What follows belongs to an exercise in optimizing a design on an open flow for small area; a production flow would make more cautious choices.
Where RTL was checked, it was by simulation tests only, not by an equivalence proof against the original.
For runs 3 to 8, only the layout was checked, not whether the RTL still works.
Power figures rest on the tool's default switching activity, not on a simulated workload.

## flow/run.sh

```bash
#!/bin/bash
# synth_recipe.tcl (not shown) runs the flow's synth.tcl, then flattens the netlist and writes it again
# the make line also repeats each setting of config.mk as NAME=value (left out here)
make -C /OpenROAD-flow-scripts/flow DESIGN_CONFIG=/design/flow/config.mk WORK_HOME=/design/flow/orfs CLKGATE_MAP_FILE= SYNTH_SCRIPT=/design/flow/synth_recipe.tcl finish
```

## flow/config.mk

```make
export PLATFORM = sky130hd
export DESIGN_NAME = uart
export DESIGN_NICKNAME = uart
export VERILOG_FILES = /design/flow/design.v
export SDC_FILE = /design/flow/constraint.sdc
export NUM_CORES = 4
export LEC_CHECK = 0
export CAP_MARGIN = 20
export CORE_MARGIN = 2
export CORE_UTILIZATION = 60
export CTS_BUF_LIST = sky130_fd_sc_hd__clkbuf_2 sky130_fd_sc_hd__clkbuf_4 sky130_fd_sc_hd__clkbuf_8
export SLEW_MARGIN = 20
```

## flow/constraint.sdc

```tcl
create_clock -name core_clock -period 10.0 [get_ports {clock}]
set_input_delay 2.0000 -clock core_clock [delete_from_list [all_inputs] [get_ports {clock}]]
set_output_delay 2.0000 -clock core_clock [all_outputs]
set_load 0.01 [all_outputs]
```

## flow/design.v

```verilog
module baud_tick_gen(
    input clock,
    input reset,
    output baud_tick
);
localparam BAUD_RATE=9600;
localparam MASTER_CLK=50000000;
localparam BIT_DIVISOR=325;
reg [8:0] baud_counter;
assign baud_tick = (baud_counter==BIT_DIVISOR);
always @(posedge clock)
begin
    if (reset)
        baud_counter<=9'b0;
    else
        if (baud_counter==BIT_DIVISOR)
            baud_counter<=9'b0;
        else
            baud_counter<=baud_counter+9'b1;
end
endmodule
module uart_rx(
    input b_tick,
    input clock,
    input reset,
    input rx,
    input fifo_full,
    input clear_flags,
    output reg [7:0] data_out,
    output [3:0] LSR
);
reg rx_done, buffer_overrun, parity_error, framing_error;
assign LSR = {framing_error, parity_error, buffer_overrun, rx_done};
reg sync_rx, i_rx;
always @(posedge clock) begin
    sync_rx <= rx;
    i_rx <= sync_rx;
end
reg [3:0] b, cnt;
wire idle  = (b == 4'd3);
wire start = (b == 4'd7);
wire last  = b_tick & (cnt == 4'd15);
always @(posedge clock) begin
    if (reset)
        b <= 4'd3;
    else if (idle) begin
        if (!i_rx) begin
            b <= 4'd7;
            cnt <= 4'd7;
        end
    end else if (b_tick) begin
        if (start & cnt[3] & cnt[0] & i_rx)
            b <= 4'd3;
        else
            {b, cnt} <= {b, cnt} + 8'd1;
    end
end
always @(posedge clock) begin
    if (reset)
        data_out <= 8'd0;
    else if (idle & !i_rx)
        data_out <= 8'd0;
    else if (last & b[3])
        data_out <= {i_rx, data_out[7:1]};
end
always @(posedge clock) begin
    if (reset | clear_flags) begin
        rx_done <= 1'b0;
        buffer_overrun <= 1'b0;
        parity_error <= 1'b0;
        framing_error <= 1'b0;
    end else if (last) begin
        if (b == 4'd0 && (i_rx != ^data_out))
            parity_error <= 1'b1;
        if ((b == 4'd1 || b == 4'd2) && !i_rx)
            framing_error <= 1'b1;
        if (b == 4'd2) begin
            rx_done <= 1'b1;
            if (fifo_full)
                buffer_overrun <= 1'b1;
        end
    end
end
endmodule
module fifo(
    input reset,
          clock,
          wr_en,
          rd_en,
    input [11:0] data_in,
    output [11:0] data_out,
    output empty, full
);
reg [2:0] wptr, last;
reg valid;
reg [11:0] mem [0:7];
assign full  = (wptr == last);
assign empty = (wptr == last + 3'd1);
always @(posedge clock) begin
    if (wr_en && !full)
        mem[wptr] <= data_in;
end
always @(posedge clock) begin
    if (reset) begin
        wptr <= 3'd0;
        last <= 3'd7;
        valid <= 1'b0;
    end else begin
        if (wr_en && !full)
            wptr <= wptr + 3'd1;
        if (rd_en && !empty) begin
            last <= last + 3'd1;
            valid <= 1'b1;
        end
    end
end
assign data_out = valid ? mem[last] : 12'd0;
endmodule
module fifo8(
    input reset,
          clock,
          wr_en,
          rd_en,
    input [7:0] data_in,
    output [7:0] data_out,
    output empty, full
);
reg [2:0] wptr, last;
reg [7:0] mem [0:7];
assign full  = (wptr == last);
assign empty = (wptr == last + 3'd1);
always @(posedge clock) begin
    if (wr_en && !full)
        mem[wptr] <= data_in;
end
always @(posedge clock) begin
    if (reset) begin
        wptr <= 3'd0;
        last <= 3'd7;
    end else begin
        if (wr_en && !full)
            wptr <= wptr + 3'd1;
        if (rd_en)
            last <= last + 3'd1;
    end
end
assign data_out = mem[last];
endmodule
module uart_tx(
    input b_tick,
          clock,
          reset,
          fifo_empty,
    input [7:0] data_in,
    output fifo_read,
    output tx
);
reg [3:0] b, cnt;
wire idle = (b == 4'd3);
assign fifo_read = idle & (cnt == 4'd2);
always @(posedge clock) begin
    if (reset) begin
        b <= 4'd3;
        cnt <= 4'd1;
    end else if (idle) begin
        if (cnt == 4'd3) begin
            b <= 4'd7;
            cnt <= 4'd0;
        end else if (cnt != 4'd1 || !fifo_empty)
            cnt <= cnt + 4'd1;
    end else if (b_tick)
        {b, cnt} <= {b, cnt} + 8'd1;
end
assign tx = (b == 4'd7) ? 1'b0 :
            b[3]        ? data_in[b[2:0]] :
            (b == 4'd0) ? ^data_in : 1'b1;
endmodule
module uart(
input clock,reset,
output tx,
input  rx,
output rx_empty,
input rd_uart,
output [7:0] data_out,
output [7:0] data_LSR,
output tx_full,
input wr_uart,
input [7:0] data_in
);
wire b_tick;
wire fifo_full;
wire [7:0] data_r;
wire [3:0] LSR;
reg clear_flags;
reg rx_wr_en;
reg rx_wr_flag;
wire [7:0] tx_data;
wire tx_fifo_read;
wire tx_empty;
baud_tick_gen U0(.clock(clock),.reset(reset),.baud_tick(b_tick));
uart_rx U1(.clock(clock),.reset(reset),.b_tick(b_tick),.rx(rx),.fifo_full(fifo_full),.data_out(data_r),.LSR(LSR),.clear_flags(clear_flags));
fifo U2(.clock(clock),.reset(reset),.empty(rx_empty),.full(fifo_full),.wr_en(rx_wr_en),.rd_en(rd_uart),.data_in({data_r,LSR}),.data_out({data_out,data_LSR[3:0]}));
uart_tx U3(.clock(clock),.reset(reset),.b_tick(b_tick),.tx(tx),.data_in(tx_data),.fifo_empty(tx_empty),.fifo_read(tx_fifo_read));
fifo8 U4(.clock(clock),.reset(reset),.empty(tx_empty),.full(tx_full),.wr_en(wr_uart),.rd_en(tx_fifo_read),.data_in(data_in),.data_out(tx_data));
assign data_LSR[7:4] = 4'b0000;
always @(posedge clock) begin
    if (reset) begin
        rx_wr_en <= 1'b0;
        clear_flags <= 1'b0;
        rx_wr_flag <= 1'b0;
    end else begin
        if (LSR[0]) begin
            if (!fifo_full && !rx_wr_flag) begin
                rx_wr_en <= 1'b1;
                rx_wr_flag <= 1'b1;
            end else begin
                rx_wr_en <= 1'b0;
                clear_flags <= 1'b1;
            end
        end else begin
            clear_flags <= 1'b0;
            rx_wr_flag <= 1'b0;
            rx_wr_en <= 1'b0;
        end
    end
end
endmodule
```

==> reports/qor.csv, run 1 <==
metric;value;unit
status;no timing/DRC/antenna violations;
Leakage;0.003713;uW
worst slew pin tran;0.9787;ns
Ports;32;
total grt overflow;0;
Die Wd;126.8;um
final setup fails;0;
flop-to-flop setup slack;7.20;ns
routed len/inst;19.08;um
register area share after synthesis;67.04;%
WL met2;9011;um
Post-CTS Resized;0;
Post-synth top cells;edfxtp_1 (164), dfxtp_1 (57), nor2_1 (50);
Layout Nets;695;
vias in the first global route;5273;
H-Tree Depth;2;
Clk Latency, worst-skew pair;0.53;ns
Clock Tree Buf Depth;3;
Vias;5015;
crit path DAT;3.60;ns
GPL Wtd Cong;0.7674;
Final Skew;0.01702;ns
relative slew slack;34.52;%
filler instances;1013;
CP Launch Type;flip-flop;
largest cells by area after synthesis;edfxtp_1 (54%), dfxtp_1 (13%), mux4_2 (6.7%);
wire length on met3;744;um
P per Cell Area;225.1;nW/um^2
TritonCTS Sinks;221;
Die Span Y;126.8;um
hold path startpoint;U1.sync_rx;
Hold Crit Endpoint;U1.i_rx;
initial antenna violation count;0;
Fmax;0.1787;GHz
WP data required;8.00;ns
met1 wire length;6906;um
largest net degree at the start of global routing;25;
dominant cell type by area after synthesis;edfxtp_1;
final setup TNS;0;ns
crit path kind;flip-flop to output pin;
Die ar.;16080;sq um
CTS tree;yes;
Post-CTS Setup Bufs;0;
number of buffers created by CTS;36;
DRT Wirelength;16840;um
Routed Antenna Nets;0;
share of cells above drive strength 1;15.02;%
core area;14640;sq um
Ys Warns;6;
global-route wire length before repair;27010;um
initial core utilization;61.79;%
HPWL Detailed;11140;um
Tmin final;5.596;ns
crit share post-route;55.96;%
Hold WC Path Type;flip-flop to flip-flop;
Mean Syn Cell Area;14.55;sq um
Max Used Layer;met4;
number of port buffers;27;
Worst-path clk slew;0.06;ns
row count;44;
Remaining DRCs;0;
area share of the largest cell type after synthesis;54.42;%
worst vdd ir;0.1501;mV
CP max FO;14;
Hold Fails Final Rpt;0;
RSZ-0062 raised after global routing;false;
Max Cap Viol;0;
Reg2Reg Depth;6;
post-synthesis cell area;9049;sq um
r2r endpoint;U2.mem[6][7];
Synth async-reset ratio;0;%
post-synth cell types;45;
number of antenna diodes;0;
via/cell ratio;5.680;
Synth Instances;622;
EDFF count, synth;164;
Root Driver;clkbuf_8;
worst r2r src;U2.wptr[2];
cell with the most instances after synthesis;edfxtp_1;
Post-Route Utilization;69.93;%
Hold-fix buffers, CTS;0;
Starting DRT DRC Count;308;
worst hold stages;0;
flops & latches, synth;221;
Main synth FF type;edfxtp_1;
GRT Util Overall;22.01;%
Area Overhead vs Synth;13.18;%
CP Capture Type;output pin;
Final Max Tran Viols;0;
First-pass DRT Iterations;4;
==> area by class of cell <==
| class | instances | area [sq um] | share of cell area (%) |
|---|---|---|---|
| inverters | 14 | 52.55 | 0.5131 |
| clock inverters | 14 | 100.1 | 0.9774 |
| repair buffers | 40 | 367.9 | 3.592 |
| multi-input cells | 359 | 2790 | 27.24 |
| flip-flops and latches | 221 | 6067 | 59.24 |
| well taps | 184 | 230.2 | 2.248 |
| clock buffers | 51 | 633.1 | 6.182 |
==> power by group <==
group / leakage (uW) / total [uW] / internal (uW) / switching [uW]
combinational: 0.00142 / 447 / 249 / 198
sequential: 0.00190 / 1080 / 1010 / 68.0
clock: 0.000393 / 779 / 439 / 341
total: 0.00371 / 2310 / 1700 / 607
==> metal layers <==
layer | vias up | GRT usage (%)
met3 | 18 | 3.880
met1 | 2473 | 25.82
met4 | 0 | 7.304
li1 | 2414 | -
met2 | 110 | 40.96
met5 | - | 0
==> worst max-delay path by stage <==
stage / start / endpoint / depth (start not counted)
after detailed placement: flip-flop / tx / 7
after CTS: flip-flop / tx / 7
after global routing: flip-flop / tx / 8
final: flip-flop / tx / 8
after global placement: flip-flop / tx / 7
after floorplan: flip-flop / tx / 8
==> flip-flops by register name, summed over array words and instances (netlist names), 4 cells and up, named ones only <==
| register | flops |
|---|---|
| U0.baud_counter | 9 |
| U1.data_out | 8 |
| U1.b | 4 |
| U3.cnt | 4 |
| U2.mem | 96 |
| U3.b | 4 |
| U4.mem | 64 |
| U1.cnt | 4 |
==> cells by family (layout without fill, tap and decap cells) <==
kind of cell | after synthesis | count (layout) | share of synthesized area, %
flip-flops | 221 | 221 | 67.04
AND/OR/NAND/NOR | 179 | 179 | 9.527
multiplexers | 70 | 70 | 11.84
AO/OA/AOI/OAI | 49 | 49 | 3.263
XOR/XNOR | 47 | 47 | 4.549
buffers and inverters | 45 | 119 | 2.364
adder cells (fa/ha/maj) | 10 | 10 | 1.383
other | 1 | 4 | 0.04144
==> placed cells by master, fill, tap and decap left out, types with 3 or more instances in the layout <==
cell | synthesis | routed
edfxtp_1 | 164 | 164
dfxtp_1 | 57 | 56
nor2_1 | 50 | 50
mux2i_1 | 41 | 41
clkbuf_8 | 0 | 40
nand2_1 | 38 | 38
mux4_2 | 27 | 27
clkdlybuf4s50_1 | 0 | 27
xnor2_1 | 25 | 25
a21oi_1 | 23 | 23
xor2_1 | 22 | 22
nand3_1 | 20 | 20
nor3_1 | 19 | 17
nor2b_1 | 15 | 15
inv_1 | 14 | 14
o22ai_1 | 13 | 13
buf_4 | 5 | 13
nand2b_1 | 12 | 12
clkbuf_4 | 1 | 11
ha_1 | 10 | 10
nand4_1 | 7 | 7
nor4_1 | 5 | 5
clkinv_2 | 0 | 5
clkinv_1 | 0 | 5
and3_1 | 4 | 4
o21ai_0 | 4 | 4
conb_1 | 1 | 4
inv_6 | 0 | 3
==> critical path: stages, from the launching register on <==
cell and delay (ns):
dfxtp_1 0.77, nand2b_1 0.36, o22ai_1 0.22, a21oi_1 0.09, mux4_2 0.51, a211oi_2 0.22, mux2i_1 0.09, a21oi_1 0.22
clkdlybuf4s50_1 0.59
==> stage by stage <==
stage	hold WS (ns)	power, uW	setup WS [ns]	instance area [sq um]	std cells
2_1_floorplan	0.3096	1428	6.075	9060	625
3_3_place_gp	0.3130	1537	4.826	9507	818
3_5_place_dp	0.3267	1549	4.748	9507	818
4_1_cts	0.3403	2328	4.168	10240	883
5_1_grt	0.3497	2413	4.154	10240	883
6_report	0.3338	2306	4.404	10240	883
==> run 2: changes to the inputs <==
--- a/flow/config.mk
+++ b/flow/config.mk
@@ -9,4 +9,3 @@
 export CORE_MARGIN = 2
-export CORE_UTILIZATION = 60
-export CTS_BUF_LIST = sky130_fd_sc_hd__clkbuf_2 sky130_fd_sc_hd__clkbuf_4 sky130_fd_sc_hd__clkbuf_8
+export CORE_UTILIZATION = 40
 export SLEW_MARGIN = 20
==> run 2 against run 1 <==
Effect of this change:
- critical path type unchanged
- sequential cell count unchanged
- via count decreased by 1.7%
- worst hold slack got worse by 0.0060 ns
- global-route usage decreased by 7.9 points
- register-to-register slack improved by 0.29 ns
- clock power increased by 23%
- power increased by 7.8%
==> reports/qor.csv, run 2 <==
metric;value;unit
status;no timing/DRC/antenna violations;
Crit path max-delay family;flip-flops;
RSZ-0062 raised after global routing;false;
Final Instance Area;10500;sq um
largest net degree at the start of global routing;25;
hold path startpoint;U1.sync_rx;
Routed Antenna Nets;0;
initial antenna violation count;0;
final setup TNS;0;ns
Hold Crit Endpoint;U1.i_rx;
DRT Wirelength;16520;um
Root Driver;clkbuf_16;
Remaining DRCs;0;
Post-synth top cells;edfxtp_1 (164), dfxtp_1 (57), nor2_1 (50);
worst-path cell chain;nand2b_1 > o22ai_1 > a21oi_1 > mux4_2 > a211oi_2 > mux2i_1 > a21oi_1 > clkdlybuf4s50_1;
DP Worst Slack;4.758;ns
number of antenna diodes;0;
Fmax;0.1795;GHz
final hold slack;0.3278;ns
Starting DRT DRC Count;309;
CP max FO;14;
Synth async-reset ratio;0;%
Ports;32;
CTS tree;yes;
via/cell ratio;5.131;
worst r2r src;U0.baud_counter[0];
register area share after synthesis;67.04;%
share of power burned in registers;43.1;%
Final Max Tran Viols;0;
flops & latches, synth;221;
Clock Tree Buf Depth;3;
relative slew slack;29.41;%
crit path DAT;3.57;ns
Die Wd;154.4;um
HPWL Detailed;10780;um
Synth Instances;622;
TritonCTS Sinks;221;
max incr delay on CP;0.79;ns
GRT Util Overall;14.15;%
Post-CTS Resized;0;
most numerous cell on the critical path;a21oi_1;
Leakage;0.003723;uW
core area;22430;sq um
post-synthesis cell area;9049;sq um
flop-to-flop setup slack;7.49;ns
Hold Fails Final Rpt;0;
EDFF count, synth;164;
H-Tree Depth;1;
cell with the most instances after synthesis;edfxtp_1;
Hold WC Path Type;flip-flop to flip-flop;
Tmin final;5.572;ns
First-pass DRT Iterations;4;
switching share of power;24.64;%
worst slew pin tran;1.055;ns
Pint;1873;uW
r2r endpoint;U1.data_out[5];
NetSw;612.3;uW
Reg2Reg Depth;7;
Area Overhead vs Synth;16.00;%
Layout Nets;682;
CP Capture Type;output pin;
Max stage delay cell, worst path;dfxtp_1;
WP data required;8.00;ns
Vias;4931;
Worst-path clk slew;0.06;ns
worst hold stages;0;
number of buffers created by CTS;23;
initial core utilization;40.33;%
Main synth FF type;edfxtp_1;
worst path buffer plus inverter count;1;
Clk Latency, worst-skew pair;0.51;ns
GPL Wtd Cong;0.8269;
crit path kind;flip-flop to output pin;
placed inst area;9623;sq um
dominant cell type by area after synthesis;edfxtp_1;
max FFs per register;96;
share of cells above drive strength 1;11.98;%
Mean Syn Cell Area;14.55;sq um
combinational share of power;18.2;%
post-synth cell types;45;
routed len/inst;17.19;um
total power;2486;uW
P per Cell Area;236.8;nW/um^2
Largest regs;U2.mem x96, U4.mem x64, U0.baud_counter x9;
Hold-fix buffers, CTS;0;
Die ar.;23840;sq um
final setup fails;0;
area share of the largest cell type after synthesis;54.42;%
Die Span Y;154.4;um
Ys Warns;6;
most frequent cells in the layout;edfxtp_1 (164), dfxtp_1 (56), nor2_1 (50);
total grt overflow;0;
Max Cap Viol;0;
worst vdd ir;0.1307;mV
row count;55;
Reg with most FFs;U2.mem;
clock network fraction of total power;38.7;%
setup ws final;4.428;ns
vias in the first global route;5086;
Final Skew;0.006664;ns
Post-CTS Setup Bufs;0;
CP Launch Type;flip-flop;
global-route wire length before repair;26940;um
crit share post-route;55.72;%
largest cells by area after synthesis;edfxtp_1 (54%), dfxtp_1 (13%), mux4_2 (6.7%);
number of port buffers;27;
filler instances;1920;
commonest non-fill, non-tap cell in the layout;edfxtp_1;
## run 2: metal layers
layer  vias to the layer above  routed length [um]  GRT usage (%)
met2                        84                8640          26.21
li1                       2376                   -              -
met1                      2447                7049          17.43
met4                         0                 302          3.219
met3                        24                 523          2.185
met5                         -                   0              0
## run 2: area by class of cell
| type | count | area [sq um] | share of cell area (%) |
|---|---|---|---|
| well taps | 285 | 356.6 | 3.397 |
| clock inverters | 16 | 275.3 | 2.622 |
| inverters | 14 | 52.55 | 0.5007 |
| clock buffers | 26 | 596.8 | 5.686 |
| flip-flops and latches | 221 | 6067 | 57.80 |
| repair buffers | 40 | 367.9 | 3.505 |
| multi-input cells | 359 | 2780 | 26.49 |
## run 2: cell families after synthesis
group | count (synthesis) | synth area share (%)
AND/OR/NAND/NOR | 179 | 9.527
buffers and inverters | 45 | 2.364
adder cells (fa/ha/maj) | 10 | 1.383
XOR/XNOR | 47 | 4.549
AO/OA/AOI/OAI | 49 | 3.263
other | 1 | 0.04144
flip-flops | 221 | 67.04
multiplexers | 70 | 11.84
## run 2: through the flow
stage / instances / util [%]
CTS: 961 / 46.78
finish: 961 / 46.79
global route: 961 / 46.79
floorplan: 625 / -
global placement: 919 / 42.89
detailed placement: 919 / 42.89
## run 2: worst max path at each step
stage                         start  to  slack [ns]  depth (start not counted)
after floorplan           flip-flop  tx        6.08                          8
after global placement    flip-flop  tx        4.86                          7
after detailed placement  flip-flop  tx        4.76                          7
after CTS                 flip-flop  tx        4.21                          7
after global routing      flip-flop  tx        4.19                          8
final                     flip-flop  tx        4.43                          8
## run 2: power groups by stage
stage	Sequential [uW]	Clock (uW)	Combinational, uW
6_report	1070	961	453
5_1_grt	1080	1020	496
4_1_cts	1070	983	460
3_5_place_dp	1090	0	458
3_3_place_gp	1090	0	450
2_1_floorplan	1050	0	377
==> run 3: changes to the inputs <==
--- a/flow/design.v
+++ b/flow/design.v
@@ -5,16 +5,9 @@
 );
-localparam BAUD_RATE=9600;
-localparam MASTER_CLK=50000000;
-localparam BIT_DIVISOR=325;
-reg [8:0] baud_counter;
-assign baud_tick = (baud_counter==BIT_DIVISOR);
-always @(posedge clock)
-begin
-    if (reset)
-        baud_counter<=9'b0;
+reg [8:0] lfsr;
+assign baud_tick = (lfsr == 9'd28);
+always @(posedge clock) begin
+    if (reset || baud_tick)
+        lfsr <= 9'd0;
     else
-        if (baud_counter==BIT_DIVISOR)
-            baud_counter<=9'b0;
-        else
-            baud_counter<=baud_counter+9'b1;
+        lfsr <= {lfsr[7:0], ~(lfsr[8] ^ lfsr[4])};
 end
@@ -58,5 +51,3 @@
 always @(posedge clock) begin
-    if (reset)
-        data_out <= 8'd0;
-    else if (idle & !i_rx)
+    if (idle & !i_rx)
         data_out <= 8'd0;
@@ -72,4 +63,4 @@
     end else if (last) begin
-        if (b == 4'd0 && (i_rx != ^data_out))
-            parity_error <= 1'b1;
+        if (b[3] || b == 4'd0)
+            parity_error <= parity_error ^ i_rx;
         if ((b == 4'd1 || b == 4'd2) && !i_rx)
@@ -90,18 +81,29 @@
     input [11:0] data_in,
-    output [11:0] data_out,
+    output reg [11:0] data_out,
     output empty, full
 );
-reg [2:0] wptr, last;
+reg [3:0] wptr, last;
 reg valid;
 reg [11:0] mem [0:7];
+wire [3:0] wnext = {wptr[2:0], ~wptr[3]};
+wire [3:0] lnext = {last[2:0], ~last[3]};
+function [7:0] slot;
+    input [3:0] q;
+    slot = {~q[2] & q[3], q[2] & ~q[1], q[1] & ~q[0], q[0] & q[3],
+            ~q[3] & q[2], ~q[2] & q[1], ~q[1] & q[0], ~q[0] & ~q[3]};
+endfunction
+wire [7:0] wsel = slot(wptr);
+wire [7:0] lsel = slot(last);
 assign full  = (wptr == last);
-assign empty = (wptr == last + 3'd1);
-always @(posedge clock) begin
-    if (wr_en && !full)
-        mem[wptr] <= data_in;
-end
-always @(posedge clock) begin
-    if (reset) begin
-        wptr <= 3'd0;
-        last <= 3'd7;
+assign empty = (wptr == lnext);
+integer i;
+always @(posedge clock) begin
+    for (i = 0; i < 8; i = i + 1)
+        if (wr_en && !full && wsel[i])
+            mem[i] <= data_in;
+end
+always @(posedge clock) begin
+    if (reset) begin
+        wptr <= 4'b0000;
+        last <= 4'b1000;
         valid <= 1'b0;
@@ -109,5 +111,5 @@
         if (wr_en && !full)
-            wptr <= wptr + 3'd1;
+            wptr <= wnext;
         if (rd_en && !empty) begin
-            last <= last + 3'd1;
+            last <= lnext;
             valid <= 1'b1;
@@ -116,3 +118,7 @@
 end
-assign data_out = valid ? mem[last] : 12'd0;
+always @(*) begin
+    data_out = 12'd0;
+    for (i = 0; i < 8; i = i + 1)
+        data_out = data_out | ({12{valid & lsel[i]}} & mem[i]);
+end
 endmodule
@@ -124,25 +130,40 @@
     input [7:0] data_in,
-    output [7:0] data_out,
+    output reg [7:0] data_out,
     output empty, full
 );
-reg [2:0] wptr, last;
+reg [3:0] wptr, last;
 reg [7:0] mem [0:7];
+wire [3:0] wnext = {wptr[2:0], ~wptr[3]};
+wire [3:0] lnext = {last[2:0], ~last[3]};
+function [7:0] slot;
+    input [3:0] q;
+    slot = {~q[2] & q[3], q[2] & ~q[1], q[1] & ~q[0], q[0] & q[3],
+            ~q[3] & q[2], ~q[2] & q[1], ~q[1] & q[0], ~q[0] & ~q[3]};
+endfunction
+wire [7:0] wsel = slot(wptr);
+wire [7:0] lsel = slot(last);
 assign full  = (wptr == last);
-assign empty = (wptr == last + 3'd1);
-always @(posedge clock) begin
-    if (wr_en && !full)
-        mem[wptr] <= data_in;
-end
-always @(posedge clock) begin
-    if (reset) begin
-        wptr <= 3'd0;
-        last <= 3'd7;
+assign empty = (wptr == lnext);
+integer i;
+always @(posedge clock) begin
+    for (i = 0; i < 8; i = i + 1)
+        if (wr_en && !full && wsel[i])
+            mem[i] <= data_in;
+end
+always @(posedge clock) begin
+    if (reset) begin
+        wptr <= 4'b0000;
+        last <= 4'b1000;
     end else begin
         if (wr_en && !full)
-            wptr <= wptr + 3'd1;
+            wptr <= wnext;
         if (rd_en)
-            last <= last + 3'd1;
-    end
-end
-assign data_out = mem[last];
+            last <= lnext;
+    end
+end
+always @(*) begin
+    data_out = 8'd0;
+    for (i = 0; i < 8; i = i + 1)
+        data_out = data_out | ({8{lsel[i]}} & mem[i]);
+end
 endmodule
--- a/flow/config.mk
+++ b/flow/config.mk
@@ -9,3 +9,4 @@
 export CORE_MARGIN = 2
-export CORE_UTILIZATION = 40
+export CORE_UTILIZATION = 70
+export CTS_BUF_LIST = sky130_fd_sc_hd__clkbuf_4 sky130_fd_sc_hd__clkbuf_8
 export SLEW_MARGIN = 20
==> run 3 against run 2 <==
Effect of this change:
- utilization grew 34 points
- critical endpoint unchanged
- register-to-register slack lost 0.34 ns
- sequential cell count shrank 2
- largest power group unchanged
- combinational power shrank 62%
- sequential share of layout area grew 4.6 points
- largest cell class unchanged
==> reports/qor.csv, run 3 <==
metric;value;unit
status;no timing/DRC/antenna violations;
core area;11960;sq um
number of buffers created by CTS;31;
vias in the first global route;5172;
Final Max Tran Viols;0;
Hold WC Path Type;flip-flop to flip-flop;
Worst Setup SP;U4.last[2];
final hold slack;0.3336;ns
HPWL Detailed;10710;um
Hold Fails Final Rpt;0;
hold path startpoint;U1.sync_rx;
final setup fails;0;
largest net degree at the start of global routing;40;
CP max FO;19;
post-synthesis cell area;8558;sq um
Fmax;0.1709;GHz
initial core utilization;71.55;%
share of cells above drive strength 1;10.71;%
Area Overhead vs Synth;12.82;%
area share of the largest cell type after synthesis;57.54;%
Ports;32;
relative slew slack;25.22;%
largest cells by area after synthesis;edfxtp_1 (58%), dfxtp_1 (13%), a22oi_1 (4.0%);
most frequent cells in the layout;edfxtp_1 (164), dfxtp_1 (55), nor2_1 (53);
CP Launch Type;flip-flop;
worst vdd ir;0.1608;mV
P per Cell Area;204.8;nW/um^2
Final Skew;0.01168;ns
Max Cap Viol;0;
post-synth cell types;53;
First-pass DRT Iterations;5;
Post-synth top cells;edfxtp_1 (164), dfxtp_1 (55), nor2_1 (54);
global-route wire length before repair;27080;um
cell count after placement;780;
Synth async-reset ratio;0;%
GRT Util Overall;27.25;%
dominant cell type by area after synthesis;edfxtp_1;
CP Capture Type;output pin;
RSZ-0062 raised after global routing;false;
Vias;5400;
Remaining DRCs;0;
share of power burned in registers;51.6;%
Main synth FF type;edfxtp_1;
setup ws final;4.148;ns
DRT Wirelength;17580;um
switching share of power;22.94;%
total power;1978;uW
clock network fraction of total power;39.7;%
WP data required;8.00;ns
Post-CTS Resized;0;
NetSw;453.7;uW
EDFF count, synth;164;
Pint;1524;uW
initial antenna violation count;0;
Die Span Y;114.6;um
crit path DAT;3.85;ns
Worst-path clk slew;0.06;ns
number of port buffers;27;
crit path kind;flip-flop to output pin;
routed len/inst;20.98;um
cell with the most instances after synthesis;edfxtp_1;
Root Driver;clkbuf_8;
GPL Wtd Cong;0.8701;
commonest non-fill, non-tap cell in the layout;edfxtp_1;
number of antenna diodes;0;
max FFs per register;96;
Ys Warns;8;
Layout Nets;683;
Largest regs;U2.mem x96, U4.mem x64, U0.lfsr x9;
Routed Antenna Nets;0;
combinational share of power;8.7;%
Leakage;0.003158;uW
Clock Tree Buf Depth;3;
via/cell ratio;6.444;
Reg with most FFs;U2.mem;
Layout Cells excl Fill;838;
Starting DRT DRC Count;589;
row count;40;
TritonCTS Sinks;219;
Mean Syn Cell Area;13.41;sq um
total grt overflow;0;
Post-CTS Setup Bufs;0;
Synth Instances;638;
Tmin final;5.852;ns
Die Wd;114.6;um
final setup TNS;0;ns
worst slew pin tran;1.118;ns
DP Worst Slack;4.772;ns
crit share post-route;58.52;%
register area share after synthesis;70.41;%
worst r2r src;U4.last[0];
Clk Latency, worst-skew pair;0.56;ns
CTS tree;yes;
H-Tree Depth;1;
Die ar.;13130;sq um
flops & latches, synth;219;
Hold-fix buffers, CTS;0;
-- run 3: changes by cell type after synthesis, sizes merged, moves of 9 or more --
cell and delta:
clkbuf +16, nand4 +10, nand2b -9, a221oi +29
mux2i -37, nor2b -10, mux4 -27, xor2 -14
a22oi +46
-- run 3: final timing paths --
kind	slack, ns	cells past startpoint	to
setup / recovery	4.15	8	tx
hold / removal	0.33	0	U1.i_rx
hold reg to reg	0.33	0	U1.i_rx
setup reg to reg	7.15	6	U4.mem[3][5]
-- run 3: layout make-up --
type                    instances  area (sq um)
inverters                      15         58.81
multi-input cells             363          2325
well taps                     147         183.9
flip-flops and latches        219          6026
clock buffers                  42         534.3
fillers                       683          2306
clock inverters                16         190.2
repair buffers                 36         337.8
-- run 3: power by group through the flow --
stage          sequential [uW]  combinational, uW  clock [uW]
6_report                  1020                172         785
5_1_grt                   1020                189         826
4_1_cts                   1020                170         793
3_5_place_dp              1040                169           0
3_3_place_gp              1040                163           0
2_1_floorplan             1020                142           0
-- run 3: routing by layer --
metal / vias to the layer above / wire (um) / global-route usage [%]
met5: - / 0 / 0
met1: 2629 / 6848 / 34.99
met2: 236 / 8957 / 46.75
li1: 2488 / - / -
met4: 0 / 588 / 11.14
met3: 47 / 1185 / 4.341
-- run 3: critical path, cell delays in order (launching register included) --
cell and delay (ns):
dfxtp_1 0.83, inv_4 0.19, a32o_1 0.28, or4_4 0.54
mux4_2 0.46, mux2_2 0.27, mux2i_1 0.13, a21oi_1 0.08
clkdlybuf4s50_1 0.51
-- run 3: metrics by stage --
step           utilization [%]  instance area [sq um]
4_1_cts                  80.65                   9647
5_1_grt                  80.72                   9656
3_3_place_gp             74.54                   8916
6_report                 80.72                   9656
2_1_floorplan                -                   8569
3_5_place_dp             74.59                   8922
-- run 3: kinds of logic (layout without fill, tap and decap cells) --
kind of cell / count (synthesis) / after routing / share of synthesized area, %
buf+inv: 59 / 109 / 2.968
mux: 7 / 7 / 1.126
compound gates: 136 / 136 / 11.16
xor+xnor: 29 / 29 / 3.129
fa+ha+maj: 4 / 4 / 0.5848
simple gates: 183 / 183 / 10.58
flops: 219 / 219 / 70.41
other cells: 1 / 4 / 0.04382
==> run 4: changes to the inputs <==
--- a/flow/config.mk
+++ b/flow/config.mk
@@ -10,3 +10,5 @@
 export CORE_UTILIZATION = 70
-export CTS_BUF_LIST = sky130_fd_sc_hd__clkbuf_4 sky130_fd_sc_hd__clkbuf_8
+export CTS_BUF_LIST = sky130_fd_sc_hd__clkbuf_8
+export CTS_CLUSTER_DIAMETER = 60
+export CTS_CLUSTER_SIZE = 20
 export SLEW_MARGIN = 20
==> run 4 against run 3 <==
Effect of this change:
- fmax shrank 0.14%
- still clean
- sequential power is essentially flat
- largest power group unchanged
- combinational power is essentially flat
- final area shrank 4.7%
- routed wire length shrank 2.7%
- utilization shrank 3.8 points
==> reports/qor.csv, run 4 <==
metric;value;unit
CP Capture Type;output pin;
GRT Util Overall;26.56;%
register area share after synthesis;70.41;%
Ys Warns;8;
Die ar.;13130;sq um
max FFs per register;96;
total grt overflow;0;
Max Cap Viol;0;
Die Wd;114.6;um
switching share of power;24.36;%
CP max FO;17;
GPL Wtd Cong;0.8701;
Main synth FF type;edfxtp_1;
worst r2r src;U4.last[2];
TritonCTS Sinks;219;
Root Driver;clkbuf_8;
Area Overhead vs Synth;7.529;%
crit path DAT;3.86;ns
filler instances;747;
Crit path max-delay family;buffers and inverters;
CP Launch Type;flip-flop;
Worst Setup EP;tx;
Final Skew;0.01979;ns
Pint;1217;uW
worst vdd ir;0.1722;mV
initial antenna violation count;0;
Largest regs;U2.mem x96, U4.mem x64, U0.lfsr x9;
Worst Setup SP;U4.last[3];
Reg with most FFs;U2.mem;
row count;40;
relative slew slack;29.13;%
flops & latches, synth;219;
number of antenna diodes;0;
Fmax;0.1707;GHz
Synth Instances;638;
post-synthesis cell area;8558;sq um
EDFF count, synth;164;
share of power burned in registers;63.4;%
number of buffers created by CTS;15;
crit share post-route;58.60;%
Ports;32;
crit path kind;flip-flop to output pin;
Synth async-reset ratio;0;%
number of port buffers;27;
Hold WC Path Type;flip-flop to flip-flop;
dominant cell type by area after synthesis;edfxtp_1;
final setup TNS;0;ns
status;no timing/DRC/antenna violations;
worst path buffer plus inverter count;2;
Post-CTS Setup Bufs;0;
Hold-fix buffers, CTS;0;
final setup fails;0;
First-pass DRT Iterations;6;
Starting DRT DRC Count;705;
Post-CTS Resized;0;
Die Span Y;114.6;um
Clk Latency, worst-skew pair;0.49;ns
Layout Nets;667;
cell with the most instances after synthesis;edfxtp_1;
Worst-path clk slew;0.11;ns
most frequent cells in the layout;edfxtp_1 (164), dfxtp_1 (55), nor2_1 (53);
area share of the largest cell type after synthesis;57.54;%
Routed Antenna Nets;0;
hold path startpoint;U1.sync_rx;
Hold Fails Final Rpt;0;
flop-to-flop setup slack;7.16;ns
Layout Cells excl Fill;806;
RSZ-0062 raised after global routing;false;
Vias;5256;
WP data required;8.00;ns
worst hold stages;0;
Mean Syn Cell Area;13.41;sq um
Remaining DRCs;0;
routed len/inst;21.23;um
DRT Wirelength;17110;um
Max stage delay cell, worst path;dfxtp_1;
via/cell ratio;6.521;
core area;11960;sq um
post-synth cell types;53;
largest net degree at the start of global routing;40;
r2r endpoint;U4.mem[3][2];
cell count after placement;780;
vias in the first global route;4931;
Post-synth top cells;edfxtp_1 (164), dfxtp_1 (55), nor2_1 (54);
CTS tree;yes;
share of cells above drive strength 1;5.766;%
NetSw;391.9;uW
largest cells by area after synthesis;edfxtp_1 (58%), dfxtp_1 (13%), a22oi_1 (4.0%);
Final Max Tran Viols;0;
Clock Tree Buf Depth;3;
WP depth;8;
global-route wire length before repair;26380;um
H-Tree Depth;1;
Leakage;0.002949;uW
combinational share of power;10.7;%
max incr delay on CP;0.78;ns
commonest non-fill, non-tap cell in the layout;edfxtp_1;
Reg2Reg Depth;6;
worst slew pin tran;1.059;ns
P per Cell Area;174.8;nW/um^2
worst-path cell chain;clkinv_1 > a221oi_1 > o22ai_1 > mux4_2 > mux2_2 > mux2i_1 > a21oi_1 > clkdlybuf4s50_1;
HPWL Detailed;10710;um
initial core utilization;71.55;%
clock network fraction of total power;25.9;%
Tmin final;5.860;ns
==> run 4: per-layer routing <==
metal | vias up | wire length (um) | global-route usage (%)
met3 | 38 | 1080 | 3.123
met5 | - | 0 | 0
met1 | 2549 | 6790 | 35.41
li1 | 2441 | - | -
met2 | 228 | 8727 | 46.04
met4 | 0 | 512 | 8.780
==> run 4: cells by family after synthesis <==
family / after synthesis / share of synthesized area [%]
buf+inv: 59 / 2.968
mux: 7 / 1.126
compound gates: 136 / 11.16
simple gates: 183 / 10.58
other cells: 1 / 0.04382
fa+ha+maj: 4 / 0.5848
xor+xnor: 29 / 3.129
flops: 219 / 70.41
==> run 4: cell type report <==
class / count / area (sq um) / share of cell area [%]
timing repair buffer: 36 / 337.8 / 3.671
clock buffer: 15 / 206.4 / 2.243
inverter: 15 / 58.81 / 0.6390
clock inverter: 11 / 65.06 / 0.7070
sequential: 219 / 6026 / 65.48
tap: 147 / 183.9 / 1.999
multi-input combinational: 363 / 2325 / 25.26
==> run 4: metrics by stage <==
stage               area, sq um  hold WS (ns)  util, %  setup WS (ns)  total power, uW
floorplan                  8569        0.3096        -          5.894             1164
global placement           8916        0.3120    74.54          4.870             1201
detailed placement         8922        0.3212    74.59          4.772             1208
CTS                        9194        0.3551    76.86          4.154             1611
global route               9203        0.3603    76.94          4.003             1662
finish                     9203        0.3460    76.94          4.140             1609
==> run 4: how the worst min path moves through the flow <==
| stage | end |
|---|---|
| 2_1_floorplan | U1.i_rx |
| 5_1_grt | U1.i_rx |
| 3_3_place_gp | U1.i_rx |
| 6_report | U1.i_rx |
| 4_1_cts | U1.i_rx |
| 3_5_place_dp | U1.i_rx |
==> run 4: worst register-to-register path: cells and delay by family (launching register included) <==
family | cells | cell delay (ns)
XOR/XNOR | 1 | 0.13
flip-flops | 1 | 0.84
buffers and inverters | 1 | 0.17
AND/OR/NAND/NOR | 4 | 1.32
==> run 4: power by group through the flow <==
stage	Clock, uW	Sequential [uW]	Combinational, uW
floorplan	0	1020	142
global placement	0	1040	163
detailed placement	0	1040	169
CTS	422	1020	170
global route	450	1020	189
finish	417	1020	172
==> run 5: changes to the inputs <==
--- a/flow/design.v
+++ b/flow/design.v
@@ -84,7 +84,3 @@
 );
-reg [3:0] wptr, last;
-reg valid;
-reg [11:0] mem [0:7];
-wire [3:0] wnext = {wptr[2:0], ~wptr[3]};
-wire [3:0] lnext = {last[2:0], ~last[3]};
+reg [3:0] count;
 function [7:0] slot;
@@ -94,11 +90,16 @@
 endfunction
-wire [7:0] wsel = slot(wptr);
-wire [7:0] lsel = slot(last);
-assign full  = (wptr == last);
-assign empty = (wptr == lnext);
+wire [7:0] sel = slot(count);
+reg valid;
+reg [11:0] mem [0:7];
+assign full  = sel[7];
+assign empty = sel[0];
+wire push = wr_en & !full;
+wire pop  = rd_en & !empty;
 integer i;
 always @(posedge clock) begin
-    for (i = 0; i < 8; i = i + 1)
-        if (wr_en && !full && wsel[i])
-            mem[i] <= data_in;
+    if (push) begin
+        mem[0] <= data_in;
+        for (i = 1; i < 8; i = i + 1)
+            mem[i] <= mem[i-1];
+    end
 end
@@ -106,12 +107,11 @@
     if (reset) begin
-        wptr <= 4'b0000;
-        last <= 4'b1000;
+        count <= 4'b0000;
         valid <= 1'b0;
     end else begin
-        if (wr_en && !full)
-            wptr <= wnext;
-        if (rd_en && !empty) begin
-            last <= lnext;
+        if (push & !pop)
+            count <= {count[2:0], ~count[3]};
+        else if (pop & !push)
+            count <= {~count[0], count[3:1]};
+        if (pop)
             valid <= 1'b1;
-        end
     end
@@ -121,3 +121,3 @@
     for (i = 0; i < 8; i = i + 1)
-        data_out = data_out | ({12{valid & lsel[i]}} & mem[i]);
+        data_out = data_out | ({12{valid & sel[i]}} & mem[i]);
 end
@@ -133,6 +133,3 @@
 );
-reg [3:0] wptr, last;
-reg [7:0] mem [0:7];
-wire [3:0] wnext = {wptr[2:0], ~wptr[3]};
-wire [3:0] lnext = {last[2:0], ~last[3]};
+reg [3:0] count;
 function [7:0] slot;
@@ -142,22 +139,22 @@
 endfunction
-wire [7:0] wsel = slot(wptr);
-wire [7:0] lsel = slot(last);
-assign full  = (wptr == last);
-assign empty = (wptr == lnext);
+wire [7:0] sel = slot(count);
+reg [7:0] mem [0:7];
+assign full  = sel[7];
+assign empty = sel[0];
+wire push = wr_en & !full;
 integer i;
 always @(posedge clock) begin
-    for (i = 0; i < 8; i = i + 1)
-        if (wr_en && !full && wsel[i])
-            mem[i] <= data_in;
-end
-always @(posedge clock) begin
-    if (reset) begin
-        wptr <= 4'b0000;
-        last <= 4'b1000;
-    end else begin
-        if (wr_en && !full)
-            wptr <= wnext;
-        if (rd_en)
-            last <= lnext;
-    end
+    if (push) begin
+        mem[0] <= data_in;
+        for (i = 1; i < 8; i = i + 1)
+            mem[i] <= mem[i-1];
+    end
+end
+always @(posedge clock) begin
+    if (reset)
+        count <= 4'b0000;
+    else if (push & !rd_en)
+        count <= {count[2:0], ~count[3]};
+    else if (rd_en & !push)
+        count <= {~count[0], count[3:1]};
 end
@@ -166,3 +163,3 @@
     for (i = 0; i < 8; i = i + 1)
-        data_out = data_out | ({8{lsel[i]}} & mem[i]);
+        data_out = data_out | ({8{sel[i]}} & mem[i]);
 end
--- a/flow/config.mk
+++ b/flow/config.mk
@@ -9,6 +9,6 @@
 export CORE_MARGIN = 2
-export CORE_UTILIZATION = 70
-export CTS_BUF_LIST = sky130_fd_sc_hd__clkbuf_8
-export CTS_CLUSTER_DIAMETER = 60
-export CTS_CLUSTER_SIZE = 20
+export CORE_UTILIZATION = 78
+export CTS_BUF_LIST = sky130_fd_sc_hd__clkbuf_4 sky130_fd_sc_hd__clkbuf_8
+export CTS_CLUSTER_DIAMETER = 40
+export CTS_CLUSTER_SIZE = 16
 export SLEW_MARGIN = 20
==> run 5 against run 4 <==
Effect of this change:
- combinational power increased by 110%
- via count is 2.4% higher
- clock power up 44%
- worst hold slack improved by 0.00078 ns
==> reports/qor.csv, run 5 <==
metric;value;unit
status;no timing/DRC/antenna violations;
worst r2r src;U4.count[2];
Hold WC Path Type;flip-flop to flip-flop;
cell with the most instances after synthesis;edfxtp_1;
row count;37;
commonest non-fill, non-tap cell in the layout;edfxtp_1;
H-Tree Depth;1;
Layout Nets;612;
Die Span Y;106.5;um
final setup TNS;0;ns
flops & latches, synth;211;
Clk Latency, worst-skew pair;0.54;ns
Worst Setup SP;U4.count[0];
post-synthesis mux area share;0.9169;%
Post-Route Utilization;87.10;%
Ports;32;
post-synthesis simple-gate area fraction;9.092;%
worst vdd ir;0.1992;mV
Leakage;0.002930;uW
Synth Instances;573;
GRT Util Overall;33.71;%
Area Overhead vs Synth;9.321;%
global-route wire length before repair;28580;um
crit path kind;flip-flop to output pin;
most frequent cells in the layout;edfxtp_1 (164), dfxtp_1 (47), nor2_1 (41);
largest net degree at the start of global routing;97;
Hold-fix buffers, CTS;0;
crit path DAT;3.56;ns
largest family of logic cells by synthesized area;compound AO/OA/AOI/OAI gates;
Largest regs;U2.mem x96, U4.mem x64, U0.lfsr x9;
Die ar.;11330;sq um
Layout Cells excl Fill;745;
Reg with most FFs;U2.mem;
via/cell ratio;7.221;
Reg2Reg Depth;7;
Post-CTS Setup Bufs;0;
DRT Wirelength;18670;um
vias in the first global route;5142;
hold path startpoint;U1.sync_rx;
EDFF count, synth;164;
P per Cell Area;230.4;nW/um^2
number of buffers created by CTS;23;
TritonCTS Sinks;211;
flop-to-flop setup slack;6.81;ns
initial antenna violation count;0;
Root Driver;clkbuf_8;
Fmax;0.1800;GHz
Compound-Gate Fraction of Synth Area;12.39;%
Remaining DRCs;0;
final hold slack;0.3468;ns
total grt overflow;0;
CP max FO;19;
CP Capture Type;output pin;
area share of the largest cell type after synthesis;60.15;%
Final Max Tran Viols;0;
Die Wd;106.5;um
Worst-path clk slew;0.11;ns
Main synth FF type;edfxtp_1;
Ys Warns;8;
register area share after synthesis;71.64;%
Starting DRT DRC Count;954;
First-pass DRT Iterations;5;
Hold Fails Final Rpt;0;
filler instances;442;
r2r endpoint;U4.count[1];
Routed Antenna Nets;0;
routed len/inst;25.06;um
Post-CTS Resized;0;
number of port buffers;27;
CTS tree;yes;
RSZ-0062 raised after global routing;false;
cell count after placement;704;
Synth async-reset ratio;0;%
initial core utilization;79.67;%
worst slew pin tran;1.159;ns
core area;10280;sq um
Mean Syn Cell Area;14.29;sq um
worst hold stages;0;
CP Launch Type;flip-flop;
largest cells by area after synthesis;edfxtp_1 (60%), dfxtp_1 (11%), a221oi_1 (4.0%);
Max Cap Viol;0;
final setup fails;0;
max FFs per register;96;
post-synthesis cell area;8188;sq um
crit share post-route;55.57;%
post-synth cell types;54;
Hold Crit Endpoint;U1.i_rx;
share of cells above drive strength 1;11.00;%
area share of fa/ha/maj cells after synthesis;0.9169;%
WP data required;8.00;ns
Tmin final;5.557;ns
Vias;5380;
number of antenna diodes;0;
Post-synth top cells;edfxtp_1 (164), dfxtp_1 (47), nor2_1 (44);
XOR/XNOR Fraction of Synth Area;1.803;%
GPL Wtd Cong;0.8174;
dominant cell type by area after synthesis;edfxtp_1;
Final Skew;0.04197;ns
Clock Tree Buf Depth;3;
relative slew slack;22.47;%
HPWL Detailed;10600;um
run 5: cells by family (layout without fill, tap and decap cells):
family | after synthesis | in the layout
flip-flops | 211 | 211
AND/OR/NAND/NOR | 150 | 150
AO/OA/AOI/OAI | 135 | 135
buffers and inverters | 48 | 81
XOR/XNOR | 16 | 16
adder cells (fa/ha/maj) | 6 | 6
multiplexers | 6 | 6
other | 1 | 4
run 5: area by class of cell:
cell class	count	area, sq um	share of cell area (%)
clock inverter	14	132.6	1.482
tap	136	170.2	1.901
inverter	11	46.29	0.5172
timing repair buffer	29	284.0	3.173
multi-input combinational	317	2100	23.46
sequential	211	5866	65.53
clock buffer	27	352.8	3.942
run 5: per-stage QoR:
step / area, sq um / total power (uW) / setup WS [ns]
final: 8951 / 2062 / 4.443
after global routing: 8951 / 2113 / 4.329
after CTS: 8945 / 2047 / 4.575
after detailed placement: 8459 / 1453 / 5.222
after global placement: 8459 / 1424 / 5.407
after floorplan: 8199 / 1382 / 3.708
run 5: worst max-delay path, stage by stage (launching register included):
cell and delay [ns]:
dfxtp_1 0.89, inv_4 0.21, a221oi_1 0.47, o22a_2 0.25
xnor2_1 0.19, xnor2_2 0.13, xnor2_1 0.15, a21oi_1 0.16
clkdlybuf4s50_1 0.56
run 5: worst max-delay path by stage:
stage,depth (start not counted),end
global route,8,tx
finish,8,tx
floorplan,9,U2.count[1]
global placement,8,tx
CTS,8,tx
detailed placement,8,tx
run 5: power by group:
| part | internal, uW | leakage, uW | switching [uW] | total, uW |
|---|---|---|---|---|
| logic | 155 | 0.000798 | 201 | 356 |
| registers | 1020 | 0.00188 | 81.9 | 1110 |
| clock network | 257 | 0.000249 | 343 | 600 |
run 5: routing by layer:
metal / track usage, % / wire, um / part of all wire (%) / up-vias
met3: 5.825 / 2166 / 12 / 86
met5: 0 / 0 / 0 / -
met2: 54.03 / 8897 / 48 / 461
met4: 13.82 / 844 / 4.5 / 0
met1: 46.90 / 6760 / 36 / 2570
li1: - / - / - / 2263
==> run 6: changes to the inputs <==
--- a/flow/config.mk
+++ b/flow/config.mk
@@ -9,5 +9,5 @@
 export CORE_MARGIN = 2
-export CORE_UTILIZATION = 78
-export CTS_BUF_LIST = sky130_fd_sc_hd__clkbuf_4 sky130_fd_sc_hd__clkbuf_8
-export CTS_CLUSTER_DIAMETER = 40
+export CORE_UTILIZATION = 85
+export CTS_BUF_LIST = sky130_fd_sc_hd__clkbuf_8
+export CTS_CLUSTER_DIAMETER = 50
 export CTS_CLUSTER_SIZE = 16
==> run 6 against run 5 <==
Effect of this change:
- area after synthesis unchanged
- largest cell class unchanged
- still clean on timing, DRC and antenna
- sequential cell count unchanged
- utilization up 7.8 points
- critical path depth unchanged
- worst setup slack worse by 0.13 ns
==> reports/qor.csv, run 6 <==
metric;value;unit
busiest grt layer;met2;
Hold-fix buffers, CTS;0;
global-route wire length before repair;35230;um
Layout Nets;607;
Reg2Reg Depth;5;
filler instances;204;
register area share after synthesis;71.64;%
area share of the largest cell type after synthesis;60.15;%
worst slew pin tran;1.243;ns
Mean Syn Cell Area;14.29;sq um
largest cells by area after synthesis;edfxtp_1 (60%), dfxtp_1 (11%), a221oi_1 (4.0%);
DRT Wirelength;24020;um
crit share post-route;56.83;%
Leakage;0.002892;uW
met3 GRT Util;12.79;%
Ys Warns;8;
cell with the most instances after synthesis;edfxtp_1;
flops & latches, synth;211;
CP Capture Type;output pin;
CTS tree;yes;
Starting DRT DRC Count;1124;
routed len/inst;32.95;um
Fmax;0.1760;GHz
M2 GR Usage;76.77;%
largest net degree at the start of global routing;97;
Remaining DRCs;0;
Max Cap Viol;0;
Reg with most FFs;U2.mem;
Routed Antenna Nets;0;
RSZ-0062 raised after global routing;false;
Worst-path clk slew;0.12;ns
core area;9284;sq um
final setup TNS;0;ns
Post-CTS Resized;0;
placed inst area;8458;sq um
Tmin final;5.683;ns
Post-CTS Setup Bufs;0;
H-Tree Depth;1;
cell count after placement;698;
most frequent cells in the layout;edfxtp_1 (164), dfxtp_1 (47), nor2_1 (43);
hold path startpoint;U1.sync_rx;
WP data required;8.00;ns
Main synth FF type;edfxtp_1;
Final Instance Area;8812;sq um
max FFs per register;96;
EDFF count, synth;164;
flop-to-flop setup slack;7.13;ns
Vias;6000;
total grt overflow;0;
commonest non-fill, non-tap cell in the layout;edfxtp_1;
Clock Tree Buf Depth;3;
relative slew slack;16.68;%
Final Max Tran Viols;0;
status;no timing/DRC/antenna violations;
r2r endpoint;U1.cnt[1];
number of buffers created by CTS;17;
P per Cell Area;230.7;nW/um^2
Hold Crit Endpoint;U1.i_rx;
final setup fails;0;
Largest regs;U2.mem x96, U4.mem x64, U0.lfsr x9;
worst r2r src;U1.b[3];
Synth Instances;573;
crit path DAT;3.68;ns
CP max FO;15;
Synth async-reset ratio;0;%
HPWL Detailed;11670;um
Hold Fails Final Rpt;0;
area of the multi-input gates;2095;sq um
GRT met1 Usage;60.32;%
worst vdd ir;0.2126;mV
GRT Util Overall;47.29;%
Hold WC Path Type;flip-flop to flip-flop;
First-pass DRT Iterations;6;
via/cell ratio;8.230;
Layout Cells excl Fill;729;
GPL Wtd Cong;0.8594;
dominant cell type by area after synthesis;edfxtp_1;
share of cells above drive strength 1;8.013;%
final hold slack;0.3550;ns
Die Wd;102.1;um
TritonCTS Sinks;211;
Area Overhead vs Synth;7.625;%
Ports;32;
CP Launch Type;flip-flop;
Die Span Y;102.1;um
crit path kind;flip-flop to output pin;
number of port buffers;27;
row count;35;
register area;5866;sq um
Die ar.;10430;sq um
initial antenna violation count;1;
initial core utilization;88.19;%
Final Skew;0.01950;ns
worst hold stages;0;
total power;2033;uW
post-synthesis cell area;8188;sq um
vias in the first global route;5664;
Post-synth top cells;edfxtp_1 (164), dfxtp_1 (47), nor2_1 (44);
Clk Latency, worst-skew pair;0.54;ns
post-synth cell types;54;
Root Driver;clkbuf_8;
## run 6: layout make-up
type	count	share of cell area (%)
diodes	1	0.02840
clock buffers	18	2.811
clock inverters	12	1.164
inverters	11	0.5253
multi-input cells	317	23.77
flip-flops and latches	211	66.56
well taps	129	1.832
repair buffers	30	3.308
## run 6: cell families (layout without fill, tap and decap cells)
kind of cell	after synthesis	in the layout	share of synthesized area, %
and+or+nand+nor	150	150	9.092
xor gates and xnor gates	16	16	1.803
AOI/OAI and AO/OA	135	135	12.39
DFF	211	211	71.64
other	1	5	0.04580
muxes	6	6	0.9168
buffers and inverters	48	71	3.194
adders and majority gates	6	6	0.9168
## run 6: worst max-delay path by stage
stage / depth (start not counted) / slack [ns] / end / startpoint
finish: 8 / 4.32 / tx / U4.count[3]
global route: 8 / 4.28 / tx / U4.count[3]
CTS: 8 / 4.47 / tx / U4.count[3]
detailed placement: 8 / 5.22 / tx / U4.count[3]
global placement: 8 / 5.44 / tx / U4.count[3]
floorplan: 9 / 3.71 / U2.count[1] / U2.count[3]
## run 6: metal layers
metal  wire, um  vias to the layer above
li1           -                     2248
met1       7260                     2735
met2      11230                      828
met3       3859                      189
met4       1666                        0
met5          0                        -
## run 6: power breakdown
group | total, uW | internal [uW] | switching, uW
clock | 530 | 222 | 309
sequential | 1120 | 1030 | 90.9
combinational | 386 | 156 | 231
## run 6: worst max-delay path, cell delays in order, from the launching register on
cell and delay, ns:
dfxtp_1 0.74, nor2b_1 0.57, a22o_1 0.33, nor4_4 0.06, mux4_2 0.45, nor2_1 0.15, o32ai_1 0.12, a21oi_1 0.17
clkdlybuf4s50_1 0.56
## run 6: stage by stage
step / setup WS, ns / util, %
2_1_floorplan: 3.708 / -
3_3_place_gp: 5.437 / 91.11
3_5_place_dp: 5.219 / 91.11
4_1_cts: 4.467 / 94.88
5_1_grt: 4.282 / 94.92
6_report: 4.317 / 94.92
==> run 7: changes to the inputs <==
==> flow/flow/run.sh (new file) <==
#!/bin/bash
# The standard layout, with three changes: clock tree synthesis inserts no
# dummy loads, the ports are buffered with buf_1, and timing repair after
# global routing downsizes gates off the critical paths.
set -euo pipefail
bash standard.sh \
  "CTS_ARGS=-sink_clustering_enable -repair_clock_nets -dont_use_dummy_load -buf_list sky130_fd_sc_hd__clkbuf_8 -sink_clustering_size 16 -sink_clustering_max_diameter 50" \
  "BUFFER_PORTS_ARGS=-buffer_cell sky130_fd_sc_hd__buf_1" \
  "RECOVER_POWER=100" \
  finish > standard.log 2>&1
==> flow/standard.sh (new file) <==
#!/bin/bash
# synth_recipe.tcl (not shown) runs the flow's synth.tcl, then flattens the netlist and writes it again
# the make line also repeats each setting of config.mk as NAME=value (left out here)
make -C /OpenROAD-flow-scripts/flow DESIGN_CONFIG=/design/flow/config.mk WORK_HOME=/design/flow/orfs CLKGATE_MAP_FILE= SYNTH_SCRIPT=/design/flow/synth_recipe.tcl "${@:-finish}"
--- a/flow/config.mk
+++ b/flow/config.mk
@@ -9,3 +9,3 @@
 export CORE_MARGIN = 2
-export CORE_UTILIZATION = 85
+export CORE_UTILIZATION = 78
 export CTS_BUF_LIST = sky130_fd_sc_hd__clkbuf_8
removed: flow/run.sh
==> run 7 against run 6 <==
Effect of this change:
- now fails the layout checks on capacitance limit, slew limit
- final area is 3.5% lower
- register-to-register slack got worse by 1.9 ns
- combinational power down 16%
- sequential power is essentially flat
- sequential cell count unchanged
- via count is 17% lower
- first-iteration DRC count shrank 50%
- fmax grew 9.7%
- non-clock buffer count is the same
- largest cell class unchanged
==> reports/qor.csv, run 7 <==
metric;value;unit
Post-synth top cells;edfxtp_1 (164), dfxtp_1 (47), nor2_1 (44);
HPWL Detailed;10040;um
share of cells above drive strength 1;6.143;%
Layout Cells excl Fill;722;
number of buffers created by CTS;17;
WP data required;10.03;ns
final hold slack;0.3493;ns
status;complete, but fails checks;
busiest grt layer;met2;
Clock Tree Buf Depth;3;
Die Span Y;106.5;um
Final Instance Area;8507;sq um
Synth Instances;573;
hold path startpoint;U1.sync_rx;
met3 GRT Util;6.070;%
P per Cell Area;215.1;nW/um^2
Main synth FF type;edfxtp_1;
DRT Wirelength;15480;um
crit path kind;input port to flip-flop;
Worst Setup SP;wr_uart;
number of port buffers;27;
post-synthesis cell area;8188;sq um
RSZ-0062 raised after global routing;false;
Largest regs;U2.mem x96, U4.mem x64, U0.lfsr x9;
EDFF count, synth;164;
Remaining DRCs;0;
GPL Wtd Cong;0.8201;
vias in the first global route;4690;
total grt overflow;0;
dominant cell type by area after synthesis;edfxtp_1;
Vias;4952;
largest cells by area after synthesis;edfxtp_1 (60%), dfxtp_1 (11%), a221oi_1 (4.0%);
Synth async-reset ratio;0;%
CP Capture Type;flip-flop;
Mean Syn Cell Area;14.29;sq um
GRT Util Overall;27.85;%
final setup TNS;0;ns
cell count after placement;705;
Root Driver;clkbuf_8;
Post-CTS Setup Bufs;0;
Area Overhead vs Synth;3.897;%
Max stage delay cell, worst path;clkbuf_1;
Tmin final;5.182;ns
Ys Warns;8;
via/cell ratio;6.859;
global-route wire length before repair;24390;um
Hold WC Path Type;flip-flop to flip-flop;
Reg with most FFs;U2.mem;
M2 GR Usage;42.72;%
Clk Latency, worst-skew pair;0.49;ns
Leakage;0.002711;uW
Layout Nets;607;
Hold-fix buffers, CTS;0;
area share of the largest cell type after synthesis;60.15;%
Hold Fails Final Rpt;0;
Final Max Tran Viols;147;
Post-Route Utilization;82.77;%
relative slew slack;-226.8;%
Ports;32;
max incr delay on CP;1.91;ns
commonest non-fill, non-tap cell in the layout;edfxtp_1;
worst-path cell chain;buf_1 > nor2b_1 > clkbuf_1;
routed len/inst;21.45;um
number of antenna diodes;0;
worst slew pin tran;4.902;ns
Die ar.;11330;sq um
Starting DRT DRC Count;563;
CP Launch Type;input port;
flops & latches, synth;211;
cell with the most instances after synthesis;edfxtp_1;
core area;10280;sq um
Final Skew;0.02441;ns
crit path DAT;5.22;ns
Max Cap Viol;2;
crit share post-route;51.82;%
Die Wd;106.5;um
First-pass DRT Iterations;5;
worst vdd ir;0.1579;mV
final setup fails;0;
Fmax;0.1930;GHz
initial core utilization;79.67;%
register area share after synthesis;71.64;%
row count;37;
Routed Antenna Nets;0;
H-Tree Depth;1;
post-synth cell types;54;
CP max FO;49;
placed inst area;8298;sq um
most frequent cells in the layout;edfxtp_1 (164), dfxtp_1 (47), nor2_1 (44);
worst r2r src;U2.count[3];
max FFs per register;96;
GRT met1 Usage;41.99;%
initial antenna violation count;0;
Post-CTS Resized;0;
largest net degree at the start of global routing;97;
TritonCTS Sinks;211;
layout check faults;capacitance limit, slew limit;
CTS tree;yes;
Worst-path clk slew;0.09;ns
[run 7: cell count changes in the layout (fill, tap and decap cells not counted), moves of 2 or more]
cell             change
buf_1               +27
clkbuf_1             +3
clkdlybuf4s50_1     -26
and2_1               -5
inv_1                -8
bufinv_16            -2
buf_4                -2
and2_0               +5
[run 7: metal layers]
metal  part of all wire, %  routed length [um]
met4                   1.9                 290
met5                     0                   0
met3                    11                1634
met1                    42                6456
met2                    46                7102
[run 7: cell families after synthesis]
logic type,count (synthesis),synth area share [%]
AND/OR/NAND/NOR,150,9.092
AO/OA/AOI/OAI,135,12.39
multiplexers,6,0.9168
XOR/XNOR,16,1.803
flip-flops,211,71.64
adder cells (fa/ha/maj),6,0.9168
other,1,0.04580
buffers and inverters,48,3.194
[run 7: worst paths after layout]
| kind | end | slack [ns] | cells after the start |
|---|---|---|---|
| worst min register to register | U1.i_rx | 0.35 | 0 |
| worst max register to register | U2.mem[3][10] | 5.19 | 3 |
| worst min-delay path | U1.i_rx | 0.35 | 0 |
| worst max-delay path | U4.mem[4][0] | 4.82 | 3 |
[run 7: critical path, delay by kind of cell]
kind	cells	cell delay, ns
buf+inv	2	2.04
simple gates	1	1.14
[run 7: area by class of cell]
type | instances | area [sq um]
clock buffer | 17 | 234.0
fill | 528 | 1770
inverter | 11 | 46.29
multi-input combinational | 317 | 2078
sequential | 211 | 5866
tap | 136 | 170.2
timing repair buffer | 30 | 112.6
[run 7: metrics by stage]
step | power (uW) | setup slack, ns
after floorplan | 1382 | 3.708
after global placement | 1415 | 5.816
after detailed placement | 1438 | 5.698
after CTS | 1823 | 5.144
after global routing | 1890 | 4.607
final | 1829 | 4.818
[run 7: power breakdown]
| part | total [uW] | internal (uW) | switching (uW) |
|---|---|---|---|
| clock network | 401 | 153 | 247 |
| logic | 324 | 148 | 177 |
| registers | 1100 | 1030 | 77.0 |
==> run 8: changes to the inputs <==
==> flow/flow/run.sh (replaced) <==
#!/bin/bash
# The standard layout, with two changes: clock tree synthesis inserts no
# dummy loads, and the ports are buffered with buf_1.
set -euo pipefail
bash standard.sh \
  "CTS_ARGS=-sink_clustering_enable -repair_clock_nets -dont_use_dummy_load -buf_list sky130_fd_sc_hd__clkbuf_8 -sink_clustering_size 16 -sink_clustering_max_diameter 50" \
  "BUFFER_PORTS_ARGS=-buffer_cell sky130_fd_sc_hd__buf_1" \
  finish > standard.log 2>&1
==> run 8 against run 7 <==
Effect of this change:
- the run now finishes clean
- sequential power barely moved
- count of clock-buffer cells in the layout unchanged
- routed wire length shrank 0.36%
- synthesized cell count unchanged
- sequential cell count did not move
- worst hold slack lost 0.00081 ns
- power decreased by 0.12%
- register-to-register slack improved by 2.3 ns
- area after synthesis is the same
- clock skew decreased by 0.0030 ns
- global-route usage unchanged
- critical endpoint is now tx
==> reports/qor.csv, run 8 <==
metric;value;unit
status;no timing/DRC/antenna violations;
Final Max Tran Viols;0;
max FFs per register;96;
final setup TNS;0;ns
Vias;4926;
max incr delay on CP;0.80;ns
commonest non-fill, non-tap cell in the layout;edfxtp_1;
H-Tree Depth;1;
largest cells by area after synthesis;edfxtp_1 (60%), dfxtp_1 (11%), a221oi_1 (4.0%);
core area;10280;sq um
post-synth cell types;54;
Crit path max-delay family;flip-flops;
Routed Antenna Nets;0;
Die ar.;11330;sq um
Clock Tree Buf Depth;3;
number of port buffers;27;
vias in the first global route;4690;
Starting DRT DRC Count;464;
worst path buffer plus inverter count;2;
total grt overflow;0;
Ports;32;
Die Wd;106.5;um
Final Skew;0.02142;ns
CP Launch Type;flip-flop;
Post-CTS Resized;0;
Remaining DRCs;0;
Post-CTS Setup Bufs;0;
Synth Instances;573;
Mean Syn Cell Area;14.29;sq um
number of buffers created by CTS;17;
Die Span Y;106.5;um
largest net degree at the start of global routing;97;
flops & latches, synth;211;
worst vdd ir;0.1565;mV
DRT Wirelength;15430;um
Hold Fails Final Rpt;0;
post-synthesis cell area;8188;sq um
number of antenna diodes;0;
worst slew pin tran;1.128;ns
crit path kind;flip-flop to output pin;
initial core utilization;79.67;%
GRT Util Overall;27.85;%
worst-path cell chain;inv_4 > a221oi_1 > o22a_1 > xnor2_1 > xnor2_2 > xnor2_1 > a21oi_1 > buf_1;
CP Capture Type;output pin;
Post-synth top cells;edfxtp_1 (164), dfxtp_1 (47), nor2_1 (44);
Fmax;0.2046;GHz
via/cell ratio;6.823;
Worst-path clk slew;0.10;ns
HPWL Detailed;10040;um
Hold-fix buffers, CTS;0;
dominant cell type by area after synthesis;edfxtp_1;
most frequent cells in the layout;edfxtp_1 (164), dfxtp_1 (47), nor2_1 (44);
GPL Wtd Cong;0.8201;
EDFF count, synth;164;
CP max FO;18;
relative slew slack;24.54;%
Max Cap Viol;0;
routed len/inst;21.37;um
Ys Warns;8;
register area share after synthesis;71.64;%
crit share post-route;48.89;%
DP Worst Slack;5.698;ns
WP data required;8.00;ns
CTS tree;yes;
Max stage delay cell, worst path;dfxtp_1;
setup ws final;5.111;ns
Layout Nets;607;
Tmin final;4.889;ns
crit path DAT;2.89;ns
Synth async-reset ratio;0;%
filler instances;522;
Hold WC Path Type;flip-flop to flip-flop;
First-pass DRT Iterations;7;
share of cells above drive strength 1;6.997;%
P per Cell Area;214.1;nW/um^2
Area Overhead vs Synth;4.248;%
cell with the most instances after synthesis;edfxtp_1;
TritonCTS Sinks;211;
most numerous cell on the critical path;xnor2_1;
Main synth FF type;edfxtp_1;
RSZ-0062 raised after global routing;false;
Clk Latency, worst-skew pair;0.49;ns
final setup fails;0;
Largest regs;U2.mem x96, U4.mem x64, U0.lfsr x9;
Root Driver;clkbuf_8;
global-route wire length before repair;24390;um
initial antenna violation count;0;
area share of the largest cell type after synthesis;60.15;%
Leakage;0.002741;uW
row count;37;
Reg with most FFs;U2.mem;
run 8: cell types whose count changed in the layout (fill, tap and decap cells not counted), sizes merged:
| cell | previous run | this run |
|---|---|---|
| buf | 27 | 30 |
| clkbuf | 20 | 17 |
run 8: worst reg2reg max path: stages, from the launching register on:
cell     delay [ns]
dfxtp_1        0.80
nor2b_1        0.22
nor2b_4        0.47
buf_4          0.59
run 8: layout make-up:
class / instances / area (sq um) / area share [%]
Sequential cell: 211 / 5866 / 68.72
Multi-Input combinational cell: 317 / 2092 / 24.51
Clock buffer: 17 / 234.0 / 2.741
Tap cell: 136 / 170.2 / 1.994
Timing Repair Buffer: 30 / 127.6 / 1.495
Inverter: 11 / 46.29 / 0.5424
run 8: through the flow:
step                hold slack [ns]  utilization [%]  cells  instance area (sq um)  power (uW)
finish                       0.3485            83.05    722                   8536        1827
global route                 0.3561            83.05    722                   8536        1889
CTS                          0.3525            83.02    722                   8532        1823
detailed placement           0.3269            80.74    705                   8298        1438
global placement             0.3125            80.74    705                   8298        1415
floorplan                    0.3096                -    576                   8199        1382
run 8: path summary, 6_finish.rpt:
path	depth (start not counted)	endpoint	slack [ns]	from
setup / recovery	8	tx	5.11	U4.count[2]
hold / removal	0	U1.i_rx	0.35	U1.sync_rx
setup reg to reg	3	U4.mem[4][0]	7.50	U4.count[2]
hold reg to reg	0	U1.i_rx	0.35	U1.sync_rx
run 8: report_power, final:
part	switching (uW)	total [uW]	internal [uW]
combinational	177	326	149
sequential	75.8	1100	1020
clock	247	401	154
run 8: routing by layer:
layer	wire, um	GRT usage [%]	vias up
li1	-	-	2236
met5	0	0	-
met2	7167	42.72	296
met4	266	6.772	0
met3	1604	6.070	33
met1	6390	41.99	2361
run 8: cell families after synthesis:
logic type	share of synthesized area (%)
buffers and inverters	3.194
multiplexers	0.9168
AO/OA/AOI/OAI	12.39
flip-flops	71.64
AND/OR/NAND/NOR	9.092
adder cells (fa/ha/maj)	0.9168
other	0.04580
XOR/XNOR	1.803

Re-timed with assumed drivers on the ports (clkbuf_16 on the clock, buf_2 on other inputs), run 8 has 5.076 ns of setup slack against 5.111 ns with ideal ports, and 5.586 ns once port delays also move by the mid clock arrival of 0.510 ns.
